Background: an optimization exercise with open tools, aiming at small area. Do not read the settings as production practice.
Only simulation tests tie the RTL to the original design; equivalence was not proved.
No activity file was given, so power comes from the tool's default toggle rates.

## flow/design.v (module list and top-level ports; edited modules follow where they fit)
// module ALU_top: 27 lines
// module ALU: 1084 lines
// module ALU_a21oi: 3 lines
// module ALU_a222oi: 3 lines
// module ALU_a22oi: 3 lines
// module ALU_and2: 3 lines
// module ALU_ha: 4 lines
// module ALU_inv: 3 lines
// module ALU_nand2: 3 lines
// module ALU_nand3: 3 lines
// module ALU_nand4: 3 lines
// module ALU_nor2: 3 lines
// module ALU_nor2b: 3 lines
// module ALU_nor3: 3 lines
// module ALU_nor4: 3 lines
// module ALU_o21ai: 3 lines
// module ALU_o22ai: 3 lines
// module ALU_xnor2: 3 lines
// module ALU_xor2: 3 lines
module ALU_top (
    input  wire        clk,
    input  wire [31:0] operand1,
    input  wire [31:0] operand2,
    input  wire [2:0]  opcode,
    input  wire        is_signed,
    output reg  [31:0] alu_res
);
  // ...
==> flow/flow/run.sh <==
#!/bin/bash
# Own flow: the ALU is written as a netlist of cell models (ALU_<cell>, see gen/).
# Swap each model for the sky130 cell of the same function and pins, then run the
# standard ORFS flow on that design. Everything else is the standard layout.
set -euo pipefail
cd "$(dirname "$0")/.."
DESIGN=${FLOW_DESIGN:-$PWD/design.v}
sed -e '/CELL MODELS BEGIN/,/CELL MODELS END/d' \
    -e 's/^\(\s*\)ALU_\([a-z0-9]*\) /\1sky130_fd_sc_hd__\2_1 /' "$DESIGN" > "$PWD/mapped.v"
grep -c 'sky130_fd_sc_hd__' "$PWD/mapped.v" > map.log
bash standard.sh VERILOG_FILES="$PWD/mapped.v" finish > standard.log 2>&1
==> flow/standard.sh <==
#!/bin/bash
# synth_recipe.tcl (not shown) runs the flow's synth.tcl, then flattens the netlist and writes it again
# the make line also repeats each setting of config.mk as NAME=value (left out here)
make -C /OpenROAD-flow-scripts/flow DESIGN_CONFIG=/design/flow/config.mk WORK_HOME=/design/flow/orfs CLKGATE_MAP_FILE= SYNTH_SCRIPT=/design/flow/synth_recipe.tcl "${@:-finish}"
==> flow/config.mk <==
export PLATFORM = sky130hd
export DESIGN_NAME = ALU_top
export DESIGN_NICKNAME = ALU_top
export VERILOG_FILES = /design/flow/design.v
export SDC_FILE = /design/flow/constraint.sdc
export NUM_CORES = 4
export LEC_CHECK = 0
export CAP_MARGIN = 20
export CORE_MARGIN = 2
export CORE_UTILIZATION = 45
export SLEW_MARGIN = 20
==> flow/constraint.sdc <==
create_clock -name core_clock -period 4.5 [get_ports {clk}]
set_input_delay 0.9000 -clock core_clock [delete_from_list [all_inputs] [get_ports {clk}]]
set_output_delay 0.9000 -clock core_clock [all_outputs]
set_load 0.01 [all_outputs]
==> flow_metrics.tcl, run 1 <==
set metrics [dict create \
    pwr-share-clk 0.290 \
    cts_resized 0 \
    cp.depth 19 \
    num-nonclk-inverters 18 \
    wl_met3_mm 1.53 \
    synth-simple-area-share 0.0831 \
    crit_path_end "alu_res[31]$_DFF_P_" \
    grt_busiest_layer "met2" \
    synth_edf_count 0 \
    p_sw_frac 0.323 \
    hold_start "op1_q[11]$_DFF_P_" \
    grt_usage 0.302 \
    rows 39 \
    wl_mm 19.6 \
    antenna_found_initial 0 \
    yosysTopAreaCellShare 0.375 \
    crit_path_start_kind "flip-flop" \
    bufAreaShareNonClock 0.163 \
    crit_top_cell "a21oi_1" \
    hp-class "reg -> reg" \
    crit_buf_inv 3 \
    most-common-layout-cells "o22ai_1 (161), dfxtp_1 (100), clkdlybuf4s50_1 (100)" \
    reg.largest.list "alu_res: 32 flops, op1_q: 32 flops, op2_q: 32 flops" \
    ys_types 18 \
    grt_pass1_wl_mm 29.5 \
    cellPowerDensity_nw_per_um2 377 \
    final_common_cell "o22ai_1" \
    grt_max_degree 40 \
    outcome "timing/DRC/antenna clean" \
    clk_latency_ps 350 \
    synthAdderAreaFrac 0.0749 \
    cts_tree "done" \
    p_seq_frac 0.382 \
    finClkSkew_ps 5.96 \
    ys_top_cells_by_area "dfxtp_1 (37%), o22ai_1 (19%), ha_1 (7.5%)" \
    n_all_buffers 116 \
    slowest_delay_ps 490 \
]
==> inputs of run 2 (changes only) <==
--- a/flow/flow/run.sh
+++ b/flow/flow/run.sh
@@ -3,3 +3,3 @@
 # Swap each model for the sky130 cell of the same function and pins, then run the
-# standard ORFS flow on that design. Everything else is the standard layout.
+# standard ORFS flow on that design, with plain buf_1 cells as the port buffers.
 set -euo pipefail
@@ -10,2 +10,4 @@
 grep -c 'sky130_fd_sc_hd__' "$PWD/mapped.v" > map.log
-bash standard.sh VERILOG_FILES="$PWD/mapped.v" finish > standard.log 2>&1
+bash standard.sh VERILOG_FILES="$PWD/mapped.v" \
+    BUFFER_PORTS_ARGS="-buffer_cell sky130_fd_sc_hd__buf_1" \
+    finish > standard.log 2>&1
--- a/flow/config.mk
+++ b/flow/config.mk
@@ -10,2 +10,3 @@
 export CORE_UTILIZATION = 45
+export CTS_BUF_LIST = sky130_fd_sc_hd__clkbuf_8
 export SLEW_MARGIN = 20
==> flow_metrics.tcl, run 2 <==
set metrics [dict create \
    seqCellArea_um2 2000 \
    synth_edf_count 0 \
    post_cts_buffers 0 \
    clock_path_buffers 2 \
    crit_buf_inv 3 \
    cts-hold-fix-buffers 0 \
    first_iter_violations 778 \
    first_pass_iters 25 \
    critPathTopFamily "compound AO/OA/AOI/OAI gates" \
    yosys.area.top_type "dfxtp_1" \
    dp_hpwl_mm 14.3 \
    multi_input_area_um2 3300 \
    grt_pass1_vias 5014 \
    crit_path_start_kind "flip-flop" \
    syn_area_um2 5340 \
    cts_resized 0 \
    place.port_buffers 100 \
    crit_fanout 8 \
    syn-num-nets 707 \
    grt_util_met1 0.394 \
    grt_busiest_layer "met2" \
    path_class "reg -> reg" \
    syn2layout_area_growth_pct 17.0 \
    grt_usage 0.283 \
    antenna_found_initial 0 \
    finalSetupViolations 0 \
    fin_crit_sh 0.943 \
    most-common-layout-cells "o22ai_1 (161), dfxtp_1 (100), buf_1 (100)" \
    tightestPinTransition_ps 965 \
    cellPowerDensity_nw_per_um2 378 \
    synth.avg_cell_area_um2 8.82 \
    cts_tree "done" \
    path_cells "nor2b_1 -> nor2_4 -> xor2_1 -> ha_1 -> a21oi_1 -> inv_1 -> a21oi_1 -> o21ai_1 -> a21oi_1 -> buf_4 -> o21ai_1 -> inv_1 -> o21ai_1 -> a21oi_1 -> o21ai_1 -> a21oi_1 -> xnor2_1 -> a222oi_1 -> nand2_1" \
    ys.warnings.count 1 \
    final_cells 881 \
    syn_inst 606 \
    timing.final.max_slew_violations 0 \
    gp_congestion 0.994 \
    wl_mm 18.6 \
    hp-class "in -> reg" \
    p_leak_nw 2.41 \
    clk_latency_ps 380 \
    via_per_inst 6.49 \
    start_util 0.464 \
    grt_pass1_wl_mm 27.6 \
    hold_violations 0 \
    final_common_cell "o22ai_1" \
    finClkSkew_ps 7.11 \
    reg.largest.list "alu_res: 32 flops, op1_q: 32 flops, op2_q: 32 flops" \
    critPathArrivalTime_ps 4510 \
    crit_top_cell "a21oi_1" \
    yosysTopAreaCellShare 0.375 \
    drive_gt1_frac 0.0474 \
    drv_cap 0 \
    setup-tns-final_ps 0 \
    max_slew_margin 0.356 \
    setup.worst_path.end_class "flip-flop" \
    grt_max_degree 40 \
    synthFlopType "dfxtp_1" \
    ys_top_cells_by_area "dfxtp_1 (37%), o22ai_1 (19%), ha_1 (7.5%)" \
    max_freq_mhz 236 \
    rsz0062_at_grt "no" \
    die-height_um 113 \
    fin_nets 835 \
    slowest_delay_ps 500 \
    drc 0 \
    core_um2 11500 \
    die-area_um2 12800 \
    cpMaxStageDelayCell "a21oi_1" \
    final_util 0.543 \
    use_met2 0.439 \
    io_pins 101 \
    outcome "timing/DRC/antenna clean" \
    ys_ff_latch 100 \
    power_mw 2.36 \
    use_met3 0.0562 \
    clock_sinks 100 \
    cp.required_ps 4770 \
    overflow 0 \
    ys_types 18 \
    rows 39 \
    antenna-diode-count 0 \
    fin_crit_ps 4240 \
    ant_nets 0 \
    synth-async-reset-ratio 0 \
    finalHoldWorstSlack_ps 601 \
    htree_num_levels 3 \
    ir_drop_uv 286 \
    yosys.cell_count.top_type "o22ai_1" \
    wl_per_cell_um 21.2 \
    nFillCells 1089 \
    die_w_um 113 \
    route.vias.total 5718 \
    cts-buffers-inserted 9 \
    ys_seq_area_frac 0.375 \
    dp.cells 866 \
    clk_pin_slew_ps 90 \
    synth_commonest_cells "o22ai_1 (161), dfxtp_1 (100), nand2_1 (60), xor2_1 (44), a21oi_1 (40)" \
    cts-root-buf "clkbuf_8" \
]
-- run 2: cell types whose count changed in the layout (fill, tap and decap cells not counted), sizes merged --
cell,before,now
clkinvlp,2,1
clkbuf,10,9
buf,16,117
clkdlybuf4s50,100,0
bufinv,1,2
-- run 2: final timing paths --
path	cells after the start	slack, ps	from	end
max	19	260	opc_q[1]$_DFF_P_	alu_res[31]$_DFF_P_
min	1	600	operand1[31]	op1_q[31]$_DFF_P_
max reg2reg	19	260	opc_q[1]$_DFF_P_	alu_res[31]$_DFF_P_
min reg2reg	3	720	op1_q[0]$_DFF_P_	alu_res[0]$_DFF_P_
-- run 2: cell families after synthesis --
logic type,synth area share
XOR/XNOR,0.107
adder cells (fa/ha/maj),0.0749
flip-flops,0.375
AND/OR/NAND/NOR,0.0831
buffers and inverters,0.0126
AO/OA/AOI/OAI,0.348
-- run 2: through the flow --
stage	instance area (um^2)	worst slack, ps
2_1_floorplan	5350	144
3_3_place_gp	6040	657
3_5_place_dp	6050	426
4_1_cts	6250	395
5_1_grt	6250	34.8
6_report	6250	258
-- run 2: power by group --
| part | switching [mW] | leakage, nW | internal [mW] |
|---|---|---|---|
| clock | 0.295 | 0.106 | 0.306 |
| sequential | 0.0418 | 0.840 | 0.959 |
| combinational | 0.463 | 1.47 | 0.298 |
| total | 0.800 | 2.41 | 1.56 |
-- run 2: metal layers --
| metal | up-vias | wire, um |
|---|---|---|
| met5 | - | 0 |
| met4 | 0 | 493 |
| met3 | 37 | 1330 |
| met2 | 267 | 8440 |
| met1 | 2711 | 8380 |
| li1 | 2703 | - |
-- run 2: final cells by class --
| class | count | share of cell area |
|---|---|---|
| Multi-Input combinational cell | 488 | 0.527 |
| Sequential cell | 100 | 0.320 |
| Timing Repair Buffer | 117 | 0.0804 |
| Tap cell | 143 | 0.0286 |
| Clock buffer | 9 | 0.0198 |
| Clock inverter | 6 | 0.0130 |
| Inverter | 18 | 0.0108 |
==> inputs of run 3 (changes only) <==
--- a/flow/flow/run.sh
+++ b/flow/flow/run.sh
@@ -3,3 +3,4 @@
 # Swap each model for the sky130 cell of the same function and pins, then run the
-# standard ORFS flow on that design, with plain buf_1 cells as the port buffers.
+# standard ORFS flow on that design, with plain buf_1 cells as the port buffers and
+# a clock tree of clkbuf_8 without dummy loads.
 set -euo pipefail
@@ -12,2 +13,3 @@
     BUFFER_PORTS_ARGS="-buffer_cell sky130_fd_sc_hd__buf_1" \
+    CTS_ARGS="-sink_clustering_enable -repair_clock_nets -dont_use_dummy_load -buf_list sky130_fd_sc_hd__clkbuf_8" \
     finish > standard.log 2>&1
--- a/flow/config.mk
+++ b/flow/config.mk
@@ -10,3 +10,2 @@
 export CORE_UTILIZATION = 45
-export CTS_BUF_LIST = sky130_fd_sc_hd__clkbuf_8
 export SLEW_MARGIN = 20
==> flow_metrics.tcl, run 3 <==
set metrics [dict create \
    min_path_cells 1 \
    power_mw 2.20 \
    tightestPinTransition_ps 959 \
    intPower_mw 1.44 \
    nFillCells 1092 \
    setup-tns-final_ps 0 \
    p_leak_nw 2.37 \
    wl_mm 18.5 \
    synth-simple-area-share 0.0831 \
    cts_tree "done" \
    setup_slack_ps 245 \
    crit_buf_inv 3 \
    cts_resized 0 \
    fin_crit_sh 0.946 \
    dpl_cell_area_um2 6050 \
    clk_pin_slew_ps 80 \
    p_seq_frac 0.455 \
    fin_nets 835 \
    grt_pass1_vias 4987 \
    clock_sinks 100 \
    rows 39 \
    reg.largest.list "alu_res: 32 flops, op1_q: 32 flops, op2_q: 32 flops" \
    setup.worst_path.end_class "flip-flop" \
    place.port_buffers 100 \
    critPathArrivalTime_ps 4510 \
    syn2layout_area_growth_pct 15.5 \
    synth.avg_cell_area_um2 8.82 \
    post_cts_buffers 0 \
    core_um2 11500 \
    dp.cells 866 \
    final_util 0.536 \
    first_iter_violations 794 \
    yosys.area.top_type "dfxtp_1" \
    crit_fanout 8 \
    pwr-share-clk 0.201 \
    drc 0 \
    finalHoldWorstSlack_ps 612 \
    synth_edf_count 0 \
    finalSetupViolations 0 \
    fin_crit_ps 4250 \
    path_class "reg -> reg" \
    drv_cap 0 \
    antenna_found_initial 0 \
    die-height_um 113 \
    yosys.cell_count.top_type "o22ai_1" \
    ir_drop_uv 281 \
    route.vias.total 5702 \
    hp-class "in -> reg" \
    max_slew_margin 0.360 \
    switchingPower_uw 765 \
    ys_seq_area_frac 0.375 \
    slowest_delay_ps 510 \
    ys_top_cells_by_area "dfxtp_1 (37%), o22ai_1 (19%), ha_1 (7.5%)" \
    io_pins 101 \
    path_cells "nor2b_1 -> nor2_4 -> xor2_1 -> ha_1 -> a21oi_1 -> inv_1 -> a21oi_1 -> o21ai_1 -> a21oi_1 -> buf_4 -> o21ai_1 -> inv_1 -> o21ai_1 -> a21oi_1 -> o21ai_1 -> a21oi_1 -> xnor2_1 -> a222oi_1 -> nand2_1" \
    synth_top_family_by_area "compound AO/OA/AOI/OAI gates" \
    ys.warnings.count 1 \
    ant_nets 0 \
    critPathTopFamily "compound AO/OA/AOI/OAI gates" \
    final_cells 875 \
    crit_top_cell "a21oi_1" \
    r2r_cells 19 \
    synth-compound-area-share 0.348 \
    ys_ff_latch 100 \
    wl_per_cell_um 21.1 \
    finClkSkew_ps 13.5 \
    synth_commonest_cells "o22ai_1 (161), dfxtp_1 (100), nand2_1 (60), xor2_1 (44), a21oi_1 (40)" \
    first_pass_iters 26 \
    htree_num_levels 3 \
    overflow 0 \
    cts-buffers-inserted 9 \
    synthXorXnorAreaFrac 0.107 \
    max_freq_mhz 235 \
    cts-hold-fix-buffers 0 \
    p_sw_frac 0.348 \
    rsz0062_at_grt "no" \
    synth-async-reset-ratio 0 \
    dp_hpwl_mm 14.3 \
    clk_latency_ps 370 \
    via_per_inst 6.52 \
    syn_area_um2 5340 \
    cellPowerDensity_nw_per_um2 357 \
    most-common-layout-cells "o22ai_1 (161), dfxtp_1 (100), buf_1 (100)" \
    clock_path_buffers 2 \
    synthFlopType "dfxtp_1" \
    syn_inst 606 \
    grt_max_degree 40 \
    hold_violations 0 \
    antenna-diode-count 0 \
    die-area_um2 12800 \
    yosysTopAreaCellShare 0.375 \
    gp_congestion 0.994 \
    p_comb_frac 0.344 \
    dp_slack_ps 426 \
    synthAdderAreaFrac 0.0749 \
    grt_pass1_wl_mm 27.4 \
    die_w_um 113 \
    syn-num-nets 707 \
    cpMaxStageDelayCell "a21oi_1" \
    cp.required_ps 4760 \
    start_util 0.464 \
    outcome "timing/DRC/antenna clean" \
    crit_path_start_kind "flip-flop" \
    post-route-cell-area_um2 6170 \
    grt_usage 0.281 \
    timing.final.max_slew_violations 0 \
    final_common_cell "o22ai_1" \
    cp.depth 19 \
    ys_types 18 \
    drive_gt1_frac 0.0410 \
    cts-root-buf "clkbuf_8" \
    synthMuxAreaShare 0 \
]
## run 3: cell counts after synthesis
Identical to the previous run, type by type.
## run 3: cell type report
class	count	area, um^2	share of cell area
Clock buffer	9	124	0.0201
Multi-Input combinational cell	488	3300	0.534
Timing Repair Buffer	117	503	0.0815
Inverter	18	67.6	0.0109
Tap cell	143	179	0.0290
Sequential cell	100	2000	0.324
## run 3: kinds of logic after synthesis
group,Yosys count
AND/OR/NAND/NOR,108
buffers and inverters,18
flip-flops,100
AO/OA/AOI/OAI,283
adder cells (fa/ha/maj),32
XOR/XNOR,65
## run 3: worst paths after layout
kind | endpoint | slack (ps) | from
max | alu_res[31]$_DFF_P_ | 250 | opc_q[1]$_DFF_P_
min | op2_q[22]$_DFF_P_ | 610 | operand2[22]
max reg2reg | alu_res[31]$_DFF_P_ | 250 | opc_q[1]$_DFF_P_
min reg2reg | alu_res[11]$_DFF_P_ | 720 | op1_q[11]$_DFF_P_
## run 3: metal layers
| metal | part of all wire | global-route usage | up-vias |
|---|---|---|---|
| li1 | - | - | 2707 |
| met1 | 0.45 | 0.393 | 2678 |
| met2 | 0.45 | 0.434 | 285 |
| met3 | 0.076 | 0.0573 | 32 |
| met4 | 0.027 | 0.0935 | 0 |
| met5 | 0 | 0 | - |
## run 3: power by group through the flow
stage | sequential [mW] | clock, mW | combinational, mW
6_report | 1.00 | 0.442 | 0.759
3_5_place_dp | 1.02 | 0 | 0.735
5_1_grt | 1.01 | 0.491 | 0.819
4_1_cts | 1.00 | 0.462 | 0.739
2_1_floorplan | 1.05 | 0 | 0.490
3_3_place_gp | 1.02 | 0 | 0.725
## run 3: worst reg2reg max path: stages, from the launching register on
cell      delay [ps]
dfxtp_1          440
nor2b_1          110
nor2_4           240
xor2_1           190
ha_1             290
a21oi_1          240
inv_1             60
a21oi_1          280
o21ai_1          260
a21oi_1          210
buf_4            160
o21ai_1           80
inv_1             70
o21ai_1          120
a21oi_1          510
o21ai_1          180
a21oi_1          210
xnor2_1           80
a222oi_1         340
nand2_1           80
==> inputs of run 4 (changes only) <==
--- a/flow/config.mk
+++ b/flow/config.mk
@@ -9,3 +9,4 @@
 export CORE_MARGIN = 2
-export CORE_UTILIZATION = 45
+export CORE_UTILIZATION = 65
+export GPL_TIMING_DRIVEN = 0
 export SLEW_MARGIN = 20
==> flow_metrics.tcl, run 4 <==
set metrics [dict create \
    outcome "timing/DRC/antenna clean" \
    hp-class "in -> reg" \
    cts-buffers-inserted 9 \
    die-area_um2 8960 \
    clock_sinks 100 \
    crit_path_start_kind "flip-flop" \
    setup-tns-final_ps 0 \
    ys_seq_area_frac 0.375 \
    dp_hpwl_mm 12.9 \
    fin_nets 826 \
    first_pass_iters 8 \
    grt_usage 0.399 \
    grt_pass1_vias 5460 \
    most-common-layout-cells "o22ai_1 (161), buf_1 (100), dfxtp_1 (95)" \
    setup_slack_ps 147 \
    drv_cap 0 \
    nFillCells 587 \
    ys_types 18 \
    synth_commonest_cells "o22ai_1 (161), dfxtp_1 (100), nand2_1 (60), xor2_1 (44), a21oi_1 (40)" \
    core_um2 8090 \
    p_leak_nw 2.34 \
    multi_input_area_um2 3350 \
    yosys.area.top_type "dfxtp_1" \
    reg.largest.list "alu_res: 32 flops, op1_q: 32 flops, op2_q: 32 flops" \
    synth_edf_count 0 \
    seqCellArea_um2 2010 \
    grt_pass1_wl_mm 27.4 \
    drc 0 \
    start_util 0.660 \
    first_iter_violations 968 \
    fin_crit_ps 4350 \
    overflow 0 \
    syn_inst 606 \
    clock_path_buffers 2 \
    synthFlopType "dfxtp_1" \
    yosysTopAreaCellShare 0.375 \
    cts_tree "done" \
    syn-num-nets 707 \
    rsz0062_at_grt "no" \
    setup.worst_path.end_class "flip-flop" \
    power_mw 2.23 \
    grt_max_degree 42 \
    synth-async-reset-ratio 0 \
    finalHoldWorstSlack_ps 606 \
    antenna_found_initial 0 \
    max_slew_margin 0.294 \
    die_w_um 94.7 \
    final_common_cell "o22ai_1" \
    cts-root-buf "clkbuf_8" \
    io_pins 101 \
    route.vias.total 5996 \
    final_util 0.757 \
    yosys.cell_count.top_type "o22ai_1" \
    ys.warnings.count 1 \
    die-height_um 94.7 \
    ys_top_cells_by_area "dfxtp_1 (37%), o22ai_1 (19%), ha_1 (7.5%)" \
    critPathArrivalTime_ps 4570 \
    ys_ff_latch 100 \
    timing.final.max_slew_violations 0 \
    cp.required_ps 4720 \
    ant_nets 0 \
    cellPowerDensity_nw_per_um2 365 \
    clk_latency_ps 370 \
    finClkSkew_ps 38.0 \
    place.port_buffers 100 \
    hold_violations 0 \
    synth.avg_cell_area_um2 8.82 \
    wl_mm 18.3 \
    rows 33 \
    antenna-diode-count 0 \
    min_path_cells 1 \
    syn2layout_area_growth_pct 14.6 \
    syn_area_um2 5340 \
    dp_slack_ps -1100 \
    max_freq_mhz 230 \
    path_class "reg -> reg" \
    r2r_cells 17 \
    crit_fanout 9 \
    tightestPinTransition_ps 1060 \
    gp_congestion 0.976 \
    clk_pin_slew_ps 110 \
    finalSetupViolations 0 \
    ir_drop_uv 214 \
    wl_per_cell_um 22.1 \
    drive_gt1_frac 0.0456 \
    via_per_inst 7.24 \
    htree_num_levels 3 \
    fin_crit_sh 0.967 \
]
==> run 4: cell types whose count changed in the layout (fill, tap and decap cells not counted), moves of 2 or more <==
cell | previous run | this run
o21ai_1 | 18 | 16
a21oi_1 | 40 | 37
a21oi_2 | 0 | 2
dfxtp_2 | 0 | 4
buf_8 | 0 | 2
buf_4 | 17 | 4
dfxtp_1 | 100 | 95
==> run 4: worst max-delay path, cell delays in order, from the launching register on <==
cell and delay, ps:
dfxtp_1 400, nor2b_2 360, nor2_4 110, buf_4 220, xor2_1 190, ha_1 390, a21oi_1 150, o21ai_1 270
a21oi_4 120, o21ai_2 390, inv_1 80, o21ai_1 420, a21oi_2 180, o21ai_1 240, a21oi_1 120, xnor2_1 130
a222oi_1 340, nand2_1 90
==> run 4: final timing paths <==
check                         start                   to  slack, ps
setup / recovery   opc_q[1]$_DFF_P_  alu_res[31]$_DFF_P_        150
hold / removal          operand2[5]     op2_q[5]$_DFF_P_        610
setup reg to reg   opc_q[1]$_DFF_P_  alu_res[31]$_DFF_P_        150
hold reg to reg   op1_q[21]$_DFF_P_  alu_res[21]$_DFF_P_        690
==> run 4: per-layer routing <==
metal | up-vias | routed length, um | GRT usage | part of all wire
met5 | - | 0 | 0 | 0
li1 | 2679 | - | - | -
met3 | 82 | 2220 | 0.0998 | 0.12
met1 | 2737 | 6860 | 0.506 | 0.38
met4 | 0 | 861 | 0.209 | 0.047
met2 | 498 | 8350 | 0.627 | 0.46
==> run 4: kinds of logic (layout without fill, tap and decap cells) <==
family / count (synthesis) / in the layout / share of synthesized area
and+or+nand+nor: 108 / 109 / 0.0831
AOI/OAI and AO/OA: 283 / 283 / 0.348
xor gates and xnor gates: 65 / 65 / 0.107
DFF: 100 / 100 / 0.375
adders and majority gates: 32 / 32 / 0.0749
buffers and inverters: 18 / 134 / 0.0126
==> run 4: layout make-up <==
class	count	share of cell area
Multi-Input combinational cell	489	0.546
Clock buffer	9	0.0202
Sequential cell	100	0.328
Tap cell	105	0.0214
Timing Repair Buffer	107	0.0729
Inverter	18	0.0110
==> run 4: stage by stage <==
| step | instances | cell area, um^2 |
|---|---|---|
| 4_1_cts | 827 | 6080 |
| 3_3_place_gp | 811 | 5860 |
| 3_5_place_dp | 814 | 5910 |
| 2_1_floorplan | 606 | 5350 |
| 5_1_grt | 828 | 6130 |
| 6_report | 828 | 6130 |
==> run 4: timing repair <==
action                                  in CTS  in global routing
gates cloned                                 1                  0
buffers inserted                             3                  0
endpoints found under the setup margin      24                  8
pin swaps                                    1                  0
resized for setup                            5                  6
hold buffers                                 0                  0
==> run 4: where the power goes <==
part,internal (mW),switching (mW)
clock network,0.180,0.274
registers,0.960,0.0661
logic,0.295,0.459
total,1.44,0.800
==> inputs of run 5 (changes only) <==
--- a/flow/config.mk
+++ b/flow/config.mk
@@ -9,3 +9,3 @@
 export CORE_MARGIN = 2
-export CORE_UTILIZATION = 65
+export CORE_UTILIZATION = 45
 export GPL_TIMING_DRIVEN = 0
==> flow_metrics.tcl, run 5 <==
set metrics [dict create \
    crit_path_start_kind "flip-flop" \
    outcome "timing/DRC/antenna clean" \
    synthAdderAreaFrac 0.0749 \
    multi_input_area_um2 3330 \
    setup_slack_ps 373 \
    finalSetupViolations 0 \
    whs_endpoint "op2_q[12]$_DFF_P_" \
    final_common_cell "o22ai_1" \
    grt_pass1_wl_mm 28.1 \
    via_per_inst 6.51 \
    cts-buffers-inserted 9 \
    setup.worst_path.end_class "flip-flop" \
    cellPowerDensity_nw_per_um2 358 \
    hold_start "operand2[12]" \
    synth_top_family_by_area "compound AO/OA/AOI/OAI gates" \
    reg2reg_from "opc_q[1]$_DFF_P_" \
    syn2layout_area_growth_pct 15.5 \
    syn_inst 606 \
    synth-simple-area-share 0.0831 \
    grt_usage 0.287 \
    synth.avg_cell_area_um2 8.82 \
    synth_commonest_cells "o22ai_1 (161), dfxtp_1 (100), nand2_1 (60), xor2_1 (44), a21oi_1 (40)" \
    finClkSkew_ps 20.3 \
    die_w_um 113 \
    finalHoldWorstSlack_ps 601 \
    reg.largest.list "alu_res: 32 flops, op1_q: 32 flops, op2_q: 32 flops" \
    critPathArrivalTime_ps 4380 \
    grt_pass1_vias 5186 \
    synth-compound-area-share 0.348 \
    dp_slack_ps -937 \
    hold_violations 0 \
    synth_edf_count 0 \
    yosysTopAreaCellShare 0.375 \
    synthMuxAreaShare 0 \
    seqCellArea_um2 2010 \
    synth-async-reset-ratio 0 \
    wl_per_cell_um 21.6 \
    clock_path_buffers 2 \
    ys.warnings.count 1 \
    fin_crit_sh 0.917 \
    drc 0 \
    fin_crit_ps 4130 \
    r2r_cells 19 \
    rows 39 \
    r2r_slack_ps 370 \
    cts-root-buf "clkbuf_8" \
    clk_latency_ps 380 \
    place.port_buffers 100 \
    yosys.cell_count.top_type "o22ai_1" \
    power_mw 2.21 \
    core_um2 11500 \
    overflow 0 \
    antenna_found_initial 0 \
    syn_area_um2 5340 \
    final_util 0.536 \
    tightestPinTransition_ps 995 \
    ir_drop_uv 239 \
    max_freq_mhz 242 \
    nFillCells 1098 \
    die-area_um2 12800 \
    drive_gt1_frac 0.0430 \
    htree_num_levels 3 \
    ys_types 18 \
    route.vias.total 5624 \
    io_pins 101 \
    cts_tree "done" \
    hp-class "in -> reg" \
    ys_ff_latch 100 \
    clock_sinks 100 \
    crit_fanout 20 \
    wl_mm 18.7 \
    min_path_cells 1 \
    dp_hpwl_mm 13.8 \
    timing.final.max_slew_violations 0 \
    clk_pin_slew_ps 90 \
    cp.required_ps 4760 \
    p_leak_nw 2.34 \
    cts-hold-fix-buffers 0 \
    first_iter_violations 810 \
    ant_nets 0 \
    fin_nets 824 \
    yosys.area.top_type "dfxtp_1" \
    rsz0062_at_grt "no" \
    ys_top_cells_by_area "dfxtp_1 (37%), o22ai_1 (19%), ha_1 (7.5%)" \
    syn-num-nets 707 \
    first_pass_iters 17 \
    antenna-diode-count 0 \
    most-common-layout-cells "o22ai_1 (161), buf_1 (100), dfxtp_1 (95)" \
    ys_seq_area_frac 0.375 \
    setup-tns-final_ps 0 \
    worstReg2RegEnd "alu_res[31]$_DFF_P_" \
    gp_congestion 0.917 \
    synthFlopType "dfxtp_1" \
    max_slew_margin 0.336 \
    die-height_um 113 \
    path_class "reg -> reg" \
    grt_max_degree 41 \
    synthXorXnorAreaFrac 0.107 \
    drv_cap 0 \
    start_util 0.464 \
]
-- run 5: cell types whose count changed in the layout (fill, tap and decap cells not counted), sizes merged --
| cell | before | now |
|---|---|---|
| buf | 107 | 105 |
| nor2 | 32 | 31 |
| clkbuf | 9 | 10 |
-- run 5: final cells by class --
| class | count | area share |
|---|---|---|
| Inverter | 18 | 0.0110 |
| Clock buffer | 9 | 0.0201 |
| Tap cell | 143 | 0.0290 |
| Sequential cell | 100 | 0.326 |
| Timing Repair Buffer | 106 | 0.0742 |
| Multi-Input combinational cell | 488 | 0.540 |
-- run 5: worst max-delay path by stage --
stage,cells past startpoint,start,slack [ps],to
3_5_place_dp,18,opc_q[2]$_DFF_P_,-940,alu_res[31]$_DFF_P_
3_3_place_gp,17,opc_q[2]$_DFF_P_,-1490,alu_res[31]$_DFF_P_
2_1_floorplan,17,opc_q[2]$_DFF_P_,140,alu_res[31]$_DFF_P_
4_1_cts,18,opc_q[2]$_DFF_P_,20,alu_res[31]$_DFF_P_
6_report,19,opc_q[1]$_DFF_P_,370,alu_res[31]$_DFF_P_
5_1_grt,19,opc_q[1]$_DFF_P_,90,alu_res[31]$_DFF_P_
-- run 5: critical path, stage by stage, from the launching register on --
cell and delay, ps:
dfxtp_1 360, nor2b_1 210, nor2_4 70, buf_12 180, xor2_1 150, ha_1 350, a21oi_1 230, inv_1 60
a21oi_1 330, o21ai_2 210, a21oi_4 340, o21ai_2 200, inv_1 110, o21ai_2 120, a21oi_2 290, o21ai_1 130
a21oi_1 190, xnor2_1 80, a222oi_1 310, nand2_1 80
-- run 5: kinds of logic (layout without fill, tap and decap cells) --
kind of cell               count (synthesis)  after routing
DFF                                      100            100
xor gates and xnor gates                  65             65
and+or+nand+nor                          108            108
AOI/OAI and AO/OA                        283            283
buffers and inverters                     18            133
adders and majority gates                 32             32
-- run 5: what timing repair did --
| item | 4_1_cts | 5_1_grt |
|---|---|---|
| cloned | 0 | 0 |
| setup endpoints to repair | 20 | 6 |
| pin swaps | 1 | 0 |
| buffers inserted | 1 | 1 |
| resized for setup | 5 | 3 |
-- run 5: through the flow --
stage               cell area [um^2]  instances
global placement                5910        849
floorplan                       5350        606
CTS                             6130        863
finish                          6170        864
detailed placement              5980        853
global route                    6170        864
-- run 5: routing by layer --
layer / share of wire / global-route usage
met1: 0.44 / 0.399
met2: 0.46 / 0.455
met3: 0.075 / 0.0471
met4: 0.021 / 0.100
met5: 0 / 0
-- run 5: where the power goes --
group          switching, mW  total [mW]  internal [mW]
Sequential            0.0637        1.02          0.960
Clock                  0.267       0.446          0.179
Combinational          0.445       0.741          0.296
Total                  0.775        2.21           1.44
==> inputs of run 6 (changes only) <==
--- a/flow/config.mk
+++ b/flow/config.mk
@@ -7,3 +7,3 @@
 export LEC_CHECK = 0
-export CAP_MARGIN = 20
+export CAP_MARGIN = 0
 export CORE_MARGIN = 2
@@ -11,2 +11,2 @@
 export GPL_TIMING_DRIVEN = 0
-export SLEW_MARGIN = 20
+export SLEW_MARGIN = 0
==> flow_metrics.tcl, run 6 <==
set metrics [dict create \
    cts-buffers-inserted 9 \
    rsz0062_at_grt "no" \
    first_iter_violations 853 \
    syn_inst 606 \
    outcome "timing/DRC/antenna clean" \
    pwr-share-clk 0.203 \
    post-route-cell-area_um2 6150 \
    die-area_um2 12800 \
    most-common-layout-cells "o22ai_1 (161), buf_1 (100), dfxtp_1 (95)" \
    crit_path_end "alu_res[31]$_DFF_P_" \
    syn2layout_area_growth_pct 15.1 \
    cp-startpoint "op2_q[3]$_DFF_P_" \
    fin_crit_ps 4250 \
    route.vias.total 5634 \
    htree_num_levels 3 \
    r2r_cells 14 \
    die_w_um 113 \
    dpl_cell_area_um2 5970 \
    final_util 0.534 \
    syn-num-nets 707 \
    p_seq_frac 0.465 \
    p_sw_frac 0.352 \
    reg2reg_from "op2_q[3]$_DFF_P_" \
    setup.worst_path.end_class "flip-flop" \
    clock_sinks 100 \
    rows 39 \
    synth_edf_count 0 \
    overflow 0 \
    die-height_um 113 \
    syn_area_um2 5340 \
    yosys.area.top_type "dfxtp_1" \
    wl_mm 18.7 \
    p_leak_nw 2.33 \
    tightestPinTransition_ps 1140 \
    dp_hpwl_mm 13.7 \
    ys_top_cells_by_area "dfxtp_1 (37%), o22ai_1 (19%), ha_1 (7.5%)" \
    reg.largest.list "alu_res: 32 flops, op1_q: 32 flops, op2_q: 32 flops" \
    ys_ff_latch 100 \
    antenna_found_initial 0 \
    drv_cap 0 \
    synth.avg_cell_area_um2 8.82 \
    cp.required_ps 4750 \
    fin_nets 825 \
    max_slew_margin 0.238 \
    place.port_buffers 100 \
    cts-hold-fix-buffers 0 \
    finClkSkew_ps 23.0 \
    grt_usage 0.289 \
    intPower_mw 1.43 \
    core_um2 11500 \
    ir_drop_uv 292 \
    worstReg2RegEnd "alu_res[31]$_DFF_P_" \
    io_pins 101 \
    max_freq_mhz 235 \
    p_comb_frac 0.332 \
    cellPowerDensity_nw_per_um2 359 \
    yosysTopAreaCellShare 0.375 \
    gp_congestion 0.917 \
    critPathArrivalTime_ps 4500 \
    grt_pass1_wl_mm 28.1 \
    synth-async-reset-ratio 0 \
    grt_max_degree 42 \
    ant_nets 0 \
    ys_types 18 \
    synth_commonest_cells "o22ai_1 (161), dfxtp_1 (100), nand2_1 (60), xor2_1 (44), a21oi_1 (40)" \
    grt_pass1_vias 5073 \
    crit_fanout 26 \
    via_per_inst 6.51 \
    timing.final.max_slew_violations 0 \
    ys.warnings.count 1 \
    fin_crit_sh 0.945 \
    hp-class "in -> reg" \
    hold_violations 0 \
    final_common_cell "o22ai_1" \
    switchingPower_uw 777 \
    cts_tree "done" \
    min_path_cells 1 \
    synthFlopType "dfxtp_1" \
    start_util 0.464 \
    crit_path_start_kind "flip-flop" \
    path_class "reg -> reg" \
    cts-root-buf "clkbuf_8" \
    clock_path_buffers 2 \
    first_pass_iters 17 \
    r2r_slack_ps 250 \
    ys_seq_area_frac 0.375 \
    wl_per_cell_um 21.6 \
    finalSetupViolations 0 \
    clk_latency_ps 380 \
    nFillCells 1131 \
    setup-tns-final_ps 0 \
    drc 0 \
    yosys.cell_count.top_type "o22ai_1" \
    clk_pin_slew_ps 100 \
    antenna-diode-count 0 \
    drive_gt1_frac 0.0429 \
]
==> run 6: worst max-delay path, cell delays in order (launching register included) <==
cell      delay (ps)
dfxtp_1          990
xor2_1           150
ha_1             390
nand2_1           80
o21ai_2          390
a21oi_4          180
o21ai_2          390
inv_1             80
o21ai_1          430
a21oi_2          180
o21ai_1          220
a21oi_1          110
xnor2_1          130
a222oi_1         320
nand2_1           80
==> run 6: worst min-delay path by stage <==
stage | from | endpoint | slack [ps]
final | operand2[12] | op2_q[12]$_DFF_P_ | 600
after global routing | operand2[21] | op2_q[21]$_DFF_P_ | 580
after CTS | operand2[12] | op2_q[12]$_DFF_P_ | 580
after detailed placement | op1_q[31]$_DFF_P_ | alu_res[31]$_DFF_P_ | 660
after global placement | op1_q[13]$_DFF_P_ | alu_res[13]$_DFF_P_ | 680
after floorplan | op1_q[0]$_DFF_P_ | alu_res[0]$_DFF_P_ | 630
==> run 6: per-stage QoR <==
step	power, mW	cells	setup slack (ps)	hold WS [ps]
3_3_place_gp	1.72	849	-1490	677
6_report	2.21	865	247	599
4_1_cts	2.20	865	47.0	584
5_1_grt	2.32	865	52.3	584
2_1_floorplan	1.54	606	144	625
3_5_place_dp	1.75	853	-1560	664
==> run 6: final cells by class <==
cell class                 count  area [um^2]  share of cell area
sequential                   100         2010               0.327
multi-input combinational    489         3330               0.541
clock buffer                   9          124              0.0201
tap                          143          179              0.0291
inverter                      18         67.6              0.0110
timing repair buffer         106          443              0.0720
==> run 6: cells by family (layout without fill, tap and decap cells) <==
kind of cell / after synthesis / count (layout) / share of synthesized area
adder cells (fa/ha/maj): 32 / 32 / 0.0749
AND/OR/NAND/NOR: 108 / 109 / 0.0831
flip-flops: 100 / 100 / 0.375
XOR/XNOR: 65 / 65 / 0.107
AO/OA/AOI/OAI: 283 / 283 / 0.348
buffers and inverters: 18 / 133 / 0.0126
==> run 6: power by group through the flow <==
| stage | clock [mW] | combinational, mW | sequential [mW] |
|---|---|---|---|
| 2_1_floorplan | 0 | 0.490 | 1.05 |
| 3_5_place_dp | 0 | 0.702 | 1.04 |
| 6_report | 0.448 | 0.734 | 1.03 |
| 3_3_place_gp | 0 | 0.682 | 1.04 |
| 5_1_grt | 0.487 | 0.801 | 1.04 |
| 4_1_cts | 0.463 | 0.715 | 1.03 |
==> run 6: repair_timing <==
item,4_1_cts,5_1_grt
gates cloned,1,0
gates resized for setup,9,4
setup buffers,2,0
pin swaps,1,0
setup endpoints to repair,26,5
==> run 6: metal layers <==
metal / vias up / track usage / part of all wire
met5: - / 0 / 0
met4: 0 / 0.0927 / 0.020
met3: 21 / 0.0498 / 0.073
met2: 302 / 0.457 / 0.46
met1: 2631 / 0.405 / 0.44
li1: 2680 / - / -

re-timing with driven ports:
Ports are ideal in the flow. The routed layouts listed here were re-timed in OpenROAD.
Step 1, drivers: a clkbuf_16 drives clk and a buf_2 each remaining input, both assumed.
Step 2 also shifts input and output timing later by t, the mid clock arrival at the registers, as if the neighbouring blocks saw the same clock.
Three values: ideal, step 1, step 2; two values: the first two.
| run | shift t [ns] | slack for setup (ns) | hold WS [ns] | worst register clock-pin slew, ns | worst data-port slew with drivers (ns) |
|---|---|---|---|---|---|
| run 1 | 0.392 | 0.385 / 0.385 / 0.385 | 0.704 / 0.704 / 0.704 | 0.07 / 0.07 | 0.05 |
| run 2 | 0.414 | 0.258 / 0.258 / 0.258 | 0.601 / 0.588 / 0.722 | 0.09 / 0.09 | 0.04 |
| run 3 | 0.401 | 0.245 / 0.245 / 0.245 | 0.612 / 0.597 / 0.724 | 0.08 / 0.08 | 0.05 |
| run 4 | 0.388 | 0.147 / 0.147 / 0.147 | 0.606 / 0.595 / 0.686 | 0.11 / 0.11 | 0.04 |
| run 5 | 0.407 | 0.373 / 0.373 / 0.373 | 0.601 / 0.587 / 0.685 | 0.09 / 0.09 | 0.04 |
| run 6 | 0.408 | 0.247 / 0.247 / 0.247 | 0.599 / 0.587 / 0.694 | 0.10 / 0.10 | 0.04 |
After both steps every run listed still meets setup and hold.
